Context: an optimization exercise on an open-source flow, tuned for small area and a short achievable clock period. The choices shown serve that exercise and are no tape-out recipe. At most, simulation tests tie the RTL to the original design; equivalence was not proved. No functional check of the RTL was part of run 1. Power and IR drop assume default switching activity.

## flow/design.v (module list and top-level ports; edited modules follow where they fit)
// module csa_fa: 7 lines
// module g_xor2: 3 lines
// module g_xnor2: 3 lines
// module g_maj3: 3 lines
// module g_or2: 3 lines
// module csa_ffa: 9 lines
// module csa_han: 7 lines
// module mini_cnn: 955 lines
module mini_cnn (
    input         clk,
    input         reset,
    input  [7:0]  pxl_in,
    input  [7:0]  k00, k01, k02,
    input  [7:0]  k10, k11, k12,
    input  [7:0]  k20, k21, k22,
    input  [15:0] w0, w1, w2, w3,
    input  [15:0] bias,
    output [15:0] pool_out,
    output [15:0] fc_out,
    output reg    out_valid
);
  // ...
==> flow/flow/run.sh <==
#!/bin/bash
# Standard ORFS layout, except that the port buffers are the smallest buffer
# (buf_1) instead of the resizer's default choice.
set -uo pipefail
bash standard.sh synth > synth.log 2>&1 || exit 1
bash standard.sh "BUFFER_PORTS_ARGS=-buffer_cell sky130_fd_sc_hd__buf_1" finish > layout.log 2>&1 || exit 1
==> flow/standard.sh <==
#!/bin/bash
# synth_recipe.tcl (not shown) runs the flow's synth.tcl, then flattens the netlist and writes it again
# the make line also repeats each setting of config.mk as NAME=value (left out here)
make -C /OpenROAD-flow-scripts/flow DESIGN_CONFIG=/design/flow/config.mk WORK_HOME=/design/flow/orfs CLKGATE_MAP_FILE= SYNTH_SCRIPT=/design/flow/synth_recipe.tcl "${@:-finish}"
==> flow/config.mk <==
export PLATFORM = sky130hd
export DESIGN_NAME = mini_cnn
export DESIGN_NICKNAME = mini_cnn
export VERILOG_FILES = /design/flow/design.v
export SDC_FILE = /design/flow/constraint.sdc
export NUM_CORES = 4
export LEC_CHECK = 0
export ABC_AREA = 1
export CAP_MARGIN = 50
export CORE_MARGIN = 2
export CORE_UTILIZATION = 65
export CTS_BUF_LIST = sky130_fd_sc_hd__clkbuf_4 sky130_fd_sc_hd__clkbuf_8
export SLEW_MARGIN = 70
export SYNTH_HIERARCHICAL = 1
export SYNTH_MINIMUM_KEEP_SIZE = 0
==> flow/constraint.sdc <==
create_clock -name core_clock -period 13.0 [get_ports {clk}]
set_input_delay 2.6000 -clock core_clock [delete_from_list [all_inputs] [get_ports {clk}]]
set_output_delay 2.6000 -clock core_clock [all_outputs]
set_load 0.01 [all_outputs]
==> results.yml, run 1 <==
status:
  status: "complete, no violations"
worst_setup_path:
  rrSetupSlack_ps: 9390
  crit_buf_inv: 1
  setup.worst_path.start_class: "flip-flop"
min_path:
  hp-start: "sr[20][6]"
  whs_path_depth: 0
grt:
  grt_use_met3: 0.04210
  top_usage_layer: "met2"
  grt_pass1_vias: 17930
  grtUsageMet1: 0.3931
power:
  clkPwrFrac: 0.163
  p_sw_w: 0.002816
  p_comb_frac: 0.608
  power.internal_w: 0.003159
  seqPwrFrac: 0.228
finish:
  sh_seq_area: 0.3009
  nets: 3335
  ff_latch_area_um2: 6940
  final-nonclk-buf-share: 0.03434
  diodes: 0
  clock_area_frac: 0.05072
routing:
  m1WireLength_um: 21750
  routed-wl-met3_um: 3214
  routed_wl_um: 52380
  via_count: 17800
clocking:
  clock-root-buffer: "clkbuf_8"
  postCtsSetupBuffers: 0
timing:
  finalClockSkew_ps: 26.77
  drv_slew: 0
place:
  hpwl_um: 40810
  place.port_buffers: 193
synth:
  synth_area_um2: 20870
  syn_avg_cell_area_um2: 7.514
floorplanning:
  ios: 195
==> run 2, diff against run 1 <==
--- a/flow/design.v
+++ b/flow/design.v
@@ -343,21 +343,21 @@
     csa_fa u_cb3 (pp0_0_6, pp0_1_5, pp0_2_4, cb3, cb4);
     wire cb5, cb6;
     csa_fa u_cb5 (pp0_3_3, pp0_4_2, pp0_5_1, cb5, cb6);
     wire cb7, cb8;
     csa_han u_cb7 (pp0_6_0, pp1_0_6, cb7, cb8);
     wire cb9, cb10;
     csa_fa u_cb9 (pp0_0_7, pp0_1_6, pp0_2_5, cb9, cb10);
     wire cb11, cb12;
-    csa_fa u_cb11 (pp0_3_4, pp0_4_3, pp0_5_2, cb11, cb12);
+    csa_ffa u_cb11 (pp0_3_4, pp0_4_3, pp0_5_2, cb11, cb12);
     wire cb13, cb14;
-    csa_fa u_cb13 (pp0_6_1, pp0_7_0, pp1_0_7, cb13, cb14);
+    csa_ffa u_cb13 (pp0_6_1, pp0_7_0, pp1_0_7, cb13, cb14);
     wire cb15, cb16;
-    csa_fa u_cb15 (pp1_1_6, pp1_2_5, pp1_3_4, cb15, cb16);
+    csa_ffa u_cb15 (pp1_1_6, pp1_2_5, pp1_3_4, cb15, cb16);
     wire cb17, cb18;
     csa_fa u_cb17 (pp1_4_3, pp1_5_2, pp1_6_1, cb17, cb18);
     wire cb19, cb20;
     csa_fa u_cb19 (pp0_1_7, pp0_2_6, pp0_3_5, cb19, cb20);
     wire cb21, cb22;
     csa_fa u_cb21 (pp0_4_4, pp0_5_3, pp0_6_2, cb21, cb22);
     wire cb23, cb24;
     csa_fa u_cb23 (pp0_7_1, pp1_1_7, pp1_2_6, cb23, cb24);
@@ -417,19 +417,19 @@
     csa_fa u_cb77 (cb11, cb13, cb15, cb77, cb78);
     wire cb79, cb80;
     csa_fa u_cb79 (pp2_1_7, pp2_2_6, pp2_3_5, cb79, cb80);
     wire cb81, cb82;
     csa_fa u_cb81 (pp2_4_4, pp2_5_3, pp2_6_2, cb81, cb82);
     wire cb83, cb84;
     csa_fa u_cb83 (pp2_7_1, as8, ac8, cb83, cb84);
     wire cb85, cb86;
-    csa_fa u_cb85 (cb27, cb10, cb12, cb85, cb86);
+    csa_ffa u_cb85 (cb27, cb10, cb12, cb85, cb86);
     wire cb87, cb88;
-    csa_fa u_cb87 (cb14, cb16, cb18, cb87, cb88);
+    csa_ffa u_cb87 (cb14, cb16, cb18, cb87, cb88);
     wire cb89, cb90;
     csa_fa u_cb89 (cb19, cb21, cb23, cb89, cb90);
     wire cb91, cb92;
     csa_fa u_cb91 (pp1_5_4, pp1_6_3, pp1_7_2, cb91, cb92);
     wire cb93, cb94;
     csa_fa u_cb93 (pp2_2_7, pp2_3_6, pp2_4_5, cb93, cb94);
     wire cb95, cb96;
     csa_fa u_cb95 (pp2_5_4, pp2_6_3, pp2_7_2, cb95, cb96);
@@ -495,41 +495,41 @@
     csa_fa u_cb155 (cb63, cb3, cb5, cb155, cb156);
     wire cb157, cb158;
     csa_fa u_cb157 (cb56, cb58, cb60, cb157, cb158);
     wire cb159, cb160;
     csa_fa u_cb159 (cb62, cb64, cb67, cb159, cb160);
     wire cb161, cb162;
     csa_fa u_cb161 (cb69, cb71, cb17, cb161, cb162);
     wire cb163, cb164;
-    csa_fa u_cb163 (cb73, cb66, cb75, cb163, cb164);
+    csa_ffa u_cb163 (cb73, cb66, cb75, cb163, cb164);
     wire cb165, cb166;
     csa_fa u_cb165 (cb68, cb70, cb72, cb165, cb166);
     wire cb167, cb168;
     csa_fa u_cb167 (cb79, cb81, cb83, cb167, cb168);
     wire cb169, cb170;
     csa_ffa u_cb169 (cb25, cb74, cb85, cb169, cb170);
     wire cb171, cb172;
     csa_ffa u_cb171 (cb87, cb76, cb78, cb171, cb172);
     wire cb173, cb174;
     csa_fa u_cb173 (cb80, cb82, cb84, cb173, cb174);
     wire cb175, cb176;
     csa_fa u_cb175 (cb91, cb93, cb95, cb175, cb176);
     wire cb177, cb178;
     csa_fa u_cb177 (cb33, cb97, cb86, cb177, cb178);
     wire cb179, cb180;
-    csa_fa u_cb179 (cb88, cb99, cb90, cb179, cb180);
+    csa_ffa u_cb179 (cb88, cb99, cb90, cb179, cb180);
     wire cb181, cb182;
     csa_fa u_cb181 (cb34, cb92, cb94, cb181, cb182);
     wire cb183, cb184;
     csa_fa u_cb183 (cb96, cb103, cb105, cb183, cb184);
     wire cb185, cb186;
     csa_fa u_cb185 (cb107, cb109, cb111, cb185, cb186);
     wire cb187, cb188;
-    csa_fa u_cb187 (cb98, cb100, cb113, cb187, cb188);
+    csa_ffa u_cb187 (cb98, cb100, cb113, cb187, cb188);
     wire cb189, cb190;
     csa_fa u_cb189 (as11, ac11, cb36, cb189, cb190);
     wire cb191, cb192;
     csa_fa u_cb191 (cb104, cb106, cb108, cb191, cb192);
     wire cb193, cb194;
     csa_fa u_cb193 (cb110, cb112, cb115, cb193, cb194);
     wire cb195, cb196;
     csa_fa u_cb195 (cb117, cb119, cb121, cb195, cb196);
@@ -567,19 +567,19 @@
     csa_fa u_cb227 (cb134, cb136, cb138, cb227, cb228);
     wire cb229, cb230;
     csa_fa u_cb229 (cb141, cb51, cb140, cb229, cb230);
     wire cb231, cb232;
     csa_ffa u_cb231 (cb143, cb145, cb147, cb231, cb232);
     wire cb233, cb234;
     csa_fa u_cb233 (cb142, cb65, cb144, cb233, cb234);
     wire cb235, cb236;
-    csa_fa u_cb235 (cb146, cb149, cb151, cb235, cb236);
+    csa_ffa u_cb235 (cb146, cb149, cb151, cb235, cb236);
     wire cb237, cb238;
-    csa_fa u_cb237 (cb148, cb153, cb155, cb237, cb238);
+    csa_ffa u_cb237 (cb148, cb153, cb155, cb237, cb238);
     wire cb239, cb240;
     csa_fa u_cb239 (cb150, cb157, cb159, cb239, cb240);
     wire cb241, cb242;
     csa_fa u_cb241 (cb152, cb154, cb156, cb241, cb242);
     wire cb243, cb244;
     csa_ffa u_cb243 (cb161, cb77, cb163, cb243, cb244);
     wire cb245, cb246;
     csa_fa u_cb245 (cb158, cb165, cb160, cb245, cb246);
@@ -591,29 +591,29 @@
     csa_fa u_cb251 (cb166, cb173, cb168, cb251, cb252);
     wire cb253, cb254;
     csa_ffa u_cb253 (cb175, cb101, cb177, cb253, cb254);
     wire cb255, cb256;
     csa_ffa u_cb255 (cb170, cb172, cb179, cb255, cb256);
     wire cb257, cb258;
     csa_fa u_cb257 (cb174, cb181, cb102, cb257, cb258);
     wire cb259, cb260;
-    csa_fa u_cb259 (cb176, cb183, cb185, cb259, cb260);
+    csa_ffa u_cb259 (cb176, cb183, cb185, cb259, cb260);
     wire cb261, cb262;
     csa_ffa u_cb261 (cb178, cb187, cb180, cb261, cb262);
     wire cb263, cb264;
     csa_fa u_cb263 (cb189, cb114, cb182, cb263, cb264);
     wire cb265, cb266;
-    csa_fa u_cb265 (cb191, cb193, cb184, cb265, cb266);
+    csa_ffa u_cb265 (cb191, cb193, cb184, cb265, cb266);
     wire cb267, cb268;
     csa_ffa u_cb267 (cb186, cb195, cb188, cb267, cb268);
     wire cb269, cb270;
     csa_fa u_cb269 (cb197, cb199, cb123, cb269, cb270);
     wire cb271, cb272;
-    csa_fa u_cb271 (cb201, cb190, cb192, cb271, cb272);
+    csa_ffa u_cb271 (cb201, cb190, cb192, cb271, cb272);
     wire cb273, cb274;
     csa_fa u_cb273 (cb203, cb194, cb196, cb273, cb274);
     wire cb275, cb276;
     csa_fa u_cb275 (as13, ac13, cb124, cb275, cb276);
     wire cb277, cb278;
     csa_fa u_cb277 (cb198, cb200, cb205, cb277, cb278);
     wire cb279, cb280;
     csa_fa u_cb279 (cb207, cb202, cb204, cb279, cb280);
@@ -647,23 +647,23 @@
     csa_fa u_cb307 (cb228, cb230, cb233, cb307, cb308);
     wire cb309, cb310;
     csa_fa u_cb309 (cb235, cb232, cb237, cb309, cb310);
     wire cb311, cb312;
     csa_ffa u_cb311 (cb234, cb236, cb239, cb311, cb312);
     wire cb313, cb314;
     csa_fa u_cb313 (cb241, cb238, cb243, cb313, cb314);
     wire cb315, cb316;
-    csa_fa u_cb315 (cb240, cb242, cb245, cb315, cb316);
+    csa_ffa u_cb315 (cb240, cb242, cb245, cb315, cb316);
     wire cb317, cb318;
-    csa_fa u_cb317 (cb247, cb244, cb249, cb317, cb318);
+    csa_ffa u_cb317 (cb247, cb244, cb249, cb317, cb318);
     wire cb319, cb320;
-    csa_fa u_cb319 (cb246, cb251, cb248, cb319, cb320);
+    csa_ffa u_cb319 (cb246, cb251, cb248, cb319, cb320);
     wire cb321, cb322;
-    csa_fa u_cb321 (cb253, cb250, cb255, cb321, cb322);
+    csa_ffa u_cb321 (cb253, cb250, cb255, cb321, cb322);
     wire cb323, cb324;
     csa_ffa u_cb323 (cb252, cb257, cb259, cb323, cb324);
     wire cb325, cb326;
     csa_fa u_cb325 (cb254, cb256, cb261, cb325, cb326);
     wire cb327, cb328;
     csa_ffa u_cb327 (cb263, cb258, cb265, cb327, cb328);
     wire cb329, cb330;
     csa_ffa u_cb329 (cb260, cb267, cb262, cb329, cb330);
@@ -689,33 +689,33 @@
     csa_fa u_cb349 (cb290, cb288, cb291, cb349, cb350);
     wire cb351, cb352;
     csa_fa u_cb351 (cb292, cb295, cb294, cb351, cb352);
     wire cb353, cb354;
     csa_fa u_cb353 (cb296, cb299, cb298, cb353, cb354);
     wire cb355, cb356;
     csa_fa u_cb355 (cb300, cb303, cb302, cb355, cb356);
     wire cb357, cb358;
-    csa_fa u_cb357 (cb304, cb307, cb306, cb357, cb358);
+    csa_ffa u_cb357 (cb304, cb307, cb306, cb357, cb358);
     wire cb359, cb360;
     csa_ffa u_cb359 (cb308, cb311, cb310, cb359, cb360);
     wire cb361, cb362;
     csa_ffa u_cb361 (cb312, cb315, cb314, cb361, cb362);
     wire cb363, cb364;
     csa_ffa u_cb363 (cb316, cb319, cb318, cb363, cb364);
     wire cb365, cb366;
     csa_ffa u_cb365 (cb320, cb323, cb322, cb365, cb366);
     wire cb367, cb368;
     csa_ffa u_cb367 (cb327, cb324, cb329, cb367, cb368);
     wire cb369, cb370;
     csa_ffa u_cb369 (cb331, cb328, cb333, cb369, cb370);
     wire cb371, cb372;
-    csa_fa u_cb371 (cb335, cb332, cb337, cb371, cb372);
+    csa_ffa u_cb371 (cb335, cb332, cb337, cb371, cb372);
     wire cb373, cb374;
-    csa_fa u_cb373 (cb339, cb336, cb341, cb373, cb374);
+    csa_ffa u_cb373 (cb339, cb336, cb341, cb373, cb374);
     wire cb375, cb376;
     csa_fa u_cb375 (cb343, cb284, cb340, cb375, cb376);
     wire cb377, cb378;
     csa_han u_cb377 (ac0, cb345, cb377, cb378);
     wire cb379, cb380;
     csa_fa u_cb379 (cb346, cb209, cb347, cb379, cb380);
     wire cb381, cb382;
     csa_fa u_cb381 (cb349, cb348, cb293, cb381, cb382);
@@ -723,31 +723,31 @@
     csa_fa u_cb383 (cb350, cb297, cb351, cb383, cb384);
     wire cb385, cb386;
     csa_fa u_cb385 (cb352, cb301, cb353, cb385, cb386);
     wire cb387, cb388;
     csa_fa u_cb387 (cb305, cb354, cb355, cb387, cb388);
     wire cb389, cb390;
     csa_fa u_cb389 (cb356, cb309, cb357, cb389, cb390);
     wire cb391, cb392;
-    csa_fa u_cb391 (cb313, cb358, cb359, cb391, cb392);
+    csa_ffa u_cb391 (cb313, cb358, cb359, cb391, cb392);
     wire cb393, cb394;
     csa_ffa u_cb393 (cb317, cb360, cb361, cb393, cb394);
     wire cb395, cb396;
     csa_ffa u_cb395 (cb362, cb321, cb363, cb395, cb396);
     wire cb397, cb398;
     csa_ffa u_cb397 (cb325, cb365, cb364, cb397, cb398);
     wire cb399, cb400;
     csa_ffa u_cb399 (cb326, cb367, cb366, cb399, cb400);
     wire cb401, cb402;
     csa_ffa u_cb401 (cb330, cb369, cb368, cb401, cb402);
     wire cb403, cb404;
     csa_ffa u_cb403 (cb334, cb371, cb370, cb403, cb404);
     wire cb405, cb406;
-    csa_fa u_cb405 (cb338, cb373, cb372, cb405, cb406);
+    csa_ffa u_cb405 (cb338, cb373, cb372, cb405, cb406);
     wire cb407, cb408;
     csa_fa u_cb407 (cb375, cb342, cb374, cb407, cb408);
     wire [15:0] nb_s = {cb407, cb405, cb403, cb401, cb399, cb397, cb395, cb393, cb391, cb389, cb387, cb385, cb383, cb381, cb379, cb377};
     wire [15:0] nb_c = {cb406, cb404, cb402, cb400, cb398, cb396, cb394, cb392, cb390, cb388, cb386, cb384, cb382, cb380, cb378, cb285};
     always @(posedge clk) begin
         nacc_s <= nb_s;
         nacc_c <= nb_c;
     end
@@ -770,27 +770,23 @@
     end
     wire [15:0] wsel = (widx == 2'd0) ? w0 : (widx == 2'd1) ? w1 : (widx == 2'd2) ? w2 : w3;
     reg [14:0] d;      
     reg [15:0] ws;     
     always @(posedge clk) begin
         d  <= ld ? relu : {5'd0, d[14:5]};
         ws <= ld ? wsel : {ws[10:0], 5'd0};
     end
-    reg grp_first0, grp_first1;     
-    always @(posedge clk) begin
-        grp_first0 <= (ph == 5'd14) | (ph == 5'd1);
-        grp_first1 <= (ph == 5'd14) | (ph == 5'd1) | (ph == 5'd13);
-    end
-    wire m_first = (ph == 5'd15) | (ph == 5'd2);
+    reg grp_first;     
+    always @(posedge clk) grp_first <= (ph == 5'd14) | (ph == 5'd1);
     wire m_en = (ph == 5'd15) | (ph == 5'd18) | (ph == 5'd21) | (ph == 5'd24) | (ph == 5'd2) | (ph == 5'd5) | (ph == 5'd8) | (ph == 5'd11);
     reg [15:0] bias_r;
     reg [15:0] acc_fc;
     reg [14:0] m;
-    wire [15:0] fbase = {grp_first1 ? bias_r[15:8] : acc_fc[15:8], grp_first0 ? bias_r[7:0] : acc_fc[7:0]};
+    wire [15:0] fbase = grp_first ? bias_r : acc_fc;
     wire fb0 = ~fbase[0];
     wire fb1 = ~fbase[1];
     wire fb2 = ~fbase[2];
     wire fb3 = ~fbase[3];
     wire fb4 = ~fbase[4];
     wire fb5 = ~fbase[5];
     wire fb6 = ~fbase[6];
     wire fb7 = ~fbase[7];
@@ -979,13 +975,13 @@
     wire cf105, cf106;
     csa_ffa u_cf105 (cf42, cf74, cf75, cf105, cf106);
     wire cf107, cf108;
     csa_ffa u_cf107 (cf46, cf76, cf77, cf107, cf108);
     wire [15:0] nf = ~({cf107, cf105, cf103, cf101, cf99, cf97, cf95, cf93, cf91, cf89, cf87, cf85, cf83, cf81, cf79, fp0_0} + {cf106, cf104, cf102, cf100, cf98, cf96, cf94, cf92, cf90, cf88, cf86, cf84, cf82, cf80, fb1, fb0} + 16'd1);
     always @(posedge clk) begin
         bias_r <= bias;
         acc_fc <= nf;
-        if (m_first | (m_en & (d > m))) m <= d;
+        if (grp_first | (m_en & (d > m))) m <= d;
     end
     assign pool_out = {1'b0, m};
     assign fc_out = acc_fc;
 endmodule
==> flow/config.mk (replaced) <==
export PLATFORM = sky130hd
export DESIGN_NAME = mini_cnn
export DESIGN_NICKNAME = mini_cnn
export VERILOG_FILES = /design/flow/design.v
export SDC_FILE = /design/flow/constraint.sdc
export NUM_CORES = 4
export LEC_CHECK = 0
export CAP_MARGIN = 50
export CORE_MARGIN = 2
export CORE_UTILIZATION = 65
export CTS_BUF_LIST = sky130_fd_sc_hd__clkbuf_4 sky130_fd_sc_hd__clkbuf_8
export SLEW_MARGIN = 70
export SYNTH_HIERARCHICAL = 1
export SYNTH_MINIMUM_KEEP_SIZE = 0
==> results.yml, run 2 <==
clocking:
  path_clk_slew_ps: 60
  cts_resized: 0
  cts_sinks: 335
  clk_latency_ps: 620
  clock-root-buffer: "clkbuf_8"
  ctsLongestPathBuffers: 3
  htreeDepth: 2
  cts_made_buffers: 53
  postCtsSetupBuffers: 0
  hold_buffers: 0
  cts_tree: "built"
timing:
  grt_setup_unrepaired: "no"
  finalSetupViolations: 0
  final_hold_viol_count: 0
  finalCritPeriodShare: 0.2893
  fin_crit_ps: 3761
  fin_tns_setup_ps: 0
  finalClockSkew_ps: 53.43
  max_freq_mhz: 265.9
  drv_slew: 0
power:
  power_w: 0.006008
  vdd_drop_max_v: 0.0002451
  power_density_nw_per_um2: 291.7
  leakage_nw: 7.969
floorplanning:
  core_area_um2: 27780
  dieArea_um2: 29530
  ios: 195
  row_count: 61
  fp.dieH_um: 171.9
  initial_core_util: 0.6592
  dieWidth_um: 171.9
worst_setup_path:
  path_delay_family: "flip-flops"
  end_kind: "output port"
  critPathRequiredTime_ps: 10400
  setup.worst_path.start_class: "flip-flop"
  cpPeakStageDelay_ps: 380
  worstPathCellList: "buf_1"
  crit_path_max_fanout: 2
  arrival_ps: 1160
  cp_slowest_cell: "dfxtp_1"
  setup.worst_path.class: "reg2out"
  crit_buf_inv: 1
routing:
  drt_iter0_drc: 1015
  ant_nets: 0
  dr.pass1.iters: 8
  viasPerCell: 5.671
  wl_per_cell_um: 18.75
  routed_wl_um: 43160
  via_count: 13060
  drcViolationCount: 0
finish:
  final_common_cell: "nand2_1"
  diodes: 0
  final_cell_mix: "nand2_1 (311), dfxtp_1 (297), buf_1 (193)"
  drive_gt1_frac: 0.1502
  nets: 2258
  syn2layout_area_growth_pct: 12.44
  regMostFlops: "sr"
  largest_reg_flops: 168
  instances_no_fill: 2302
min_path:
  worstHoldPathType: "reg2reg"
grt:
  grt_pass1_wl_um: 69060
  grt_max_degree: 33
  grt_overflow: 0
  grt_usage: 0.3024
  antenna_found_initial: 0
  grt_pass1_vias: 13340
synth:
  synth_cells: 1714
  syn-num-nets: 2087
  synth_area_um2: 18310
  syn_avg_cell_area_um2: 10.68
  ys_warn_count: 8
place:
  hpwl_um: 32980
  place_inst: 2208
  place.port_buffers: 193
  gp_congestion: 0.9408
status:
  status: "complete, no violations"
run:
  maxCapViolCount: 0
## run 2: path summary, 6_finish.rpt
check / startpoint / endpoint / slack, ps / depth (start not counted)
max: acc_fc[12] / fc_out[12] / 9240 / 1
min: sr[2][6] / sr[3][6] / 310 / 0
max reg2reg: grp_first / acc_fc[15] / 9240 / 13
min reg2reg: sr[2][6] / sr[3][6] / 310 / 0
max in group asynchronous: reset / ph[4] / 10810 / 2
min in group asynchronous: reset / out_valid / 1920 / 2
## run 2: final cells by class
class,count,area (µm²)
multi-input cells,1231,10910
fillers,2020,7189
flip-flops and latches,335,6925
clock buffers,75,938.4
repair buffers,209,879.6
well taps,378,473.0
clock inverters,19,262.8
inverters,55,206.4
## run 2: stage by stage
| step | hold slack, ps | util | setup slack, ps | cell area [µm²] |
|---|---|---|---|---|
| finish | 311.7 | 0.7412 | 9239 | 20590 |
| global route | 330.0 | 0.7412 | 8891 | 20590 |
| CTS | 319.3 | 0.7405 | 9208 | 20570 |
| detailed placement | 312.1 | 0.6972 | 9344 | 19370 |
| global placement | 310.0 | 0.6907 | 9277 | 19190 |
| floorplan | 309.6 | - | 9273 | 18310 |
## run 2: per-layer routing
metal / vias to the layer above / GRT usage / part of all wire
li1: 6096 / - / -
met1: 6311 / 0.3941 / 0.42
met2: 559 / 0.5090 / 0.48
met3: 89 / 0.05585 / 0.071
met4: 0 / 0.1060 / 0.031
met5: - / 0 / 0
## run 2: where the power goes
part,switching (W),internal (W)
clock network,0.000418,0.000573
registers,0.000145,0.00126
logic,0.00194,0.00167
total,0.00251,0.00350

[afterwards: timing with drivers on the ports]
How much do the figures lean on ideal ports? The routed layouts below were timed once more, with nothing changed but the port constraints.
Step 1, drivers: a clkbuf_16 drives clk and a buf_2 each remaining input, both assumed.
Step 2 moves the port delays by t, midway between the first and last clock arrival at a register: inputs arrive t later, outputs are due t later. That takes back most of the time a late clock gives input paths.
Three values: ideal, step 1, step 2; two values: the first two.
run	shift t [ns]	setup slack, ns	hold slack, ns	clock arrival spread, ns
run 1	0.648	9.149 / 9.099 / 9.394	0.317 / 0.317 / 0.317	0.027 / 0.028
run 2	0.647	9.239 / 9.188 / 9.245	0.312 / 0.312 / 0.312	0.054 / 0.055
After both steps every run listed still meets setup and hold.
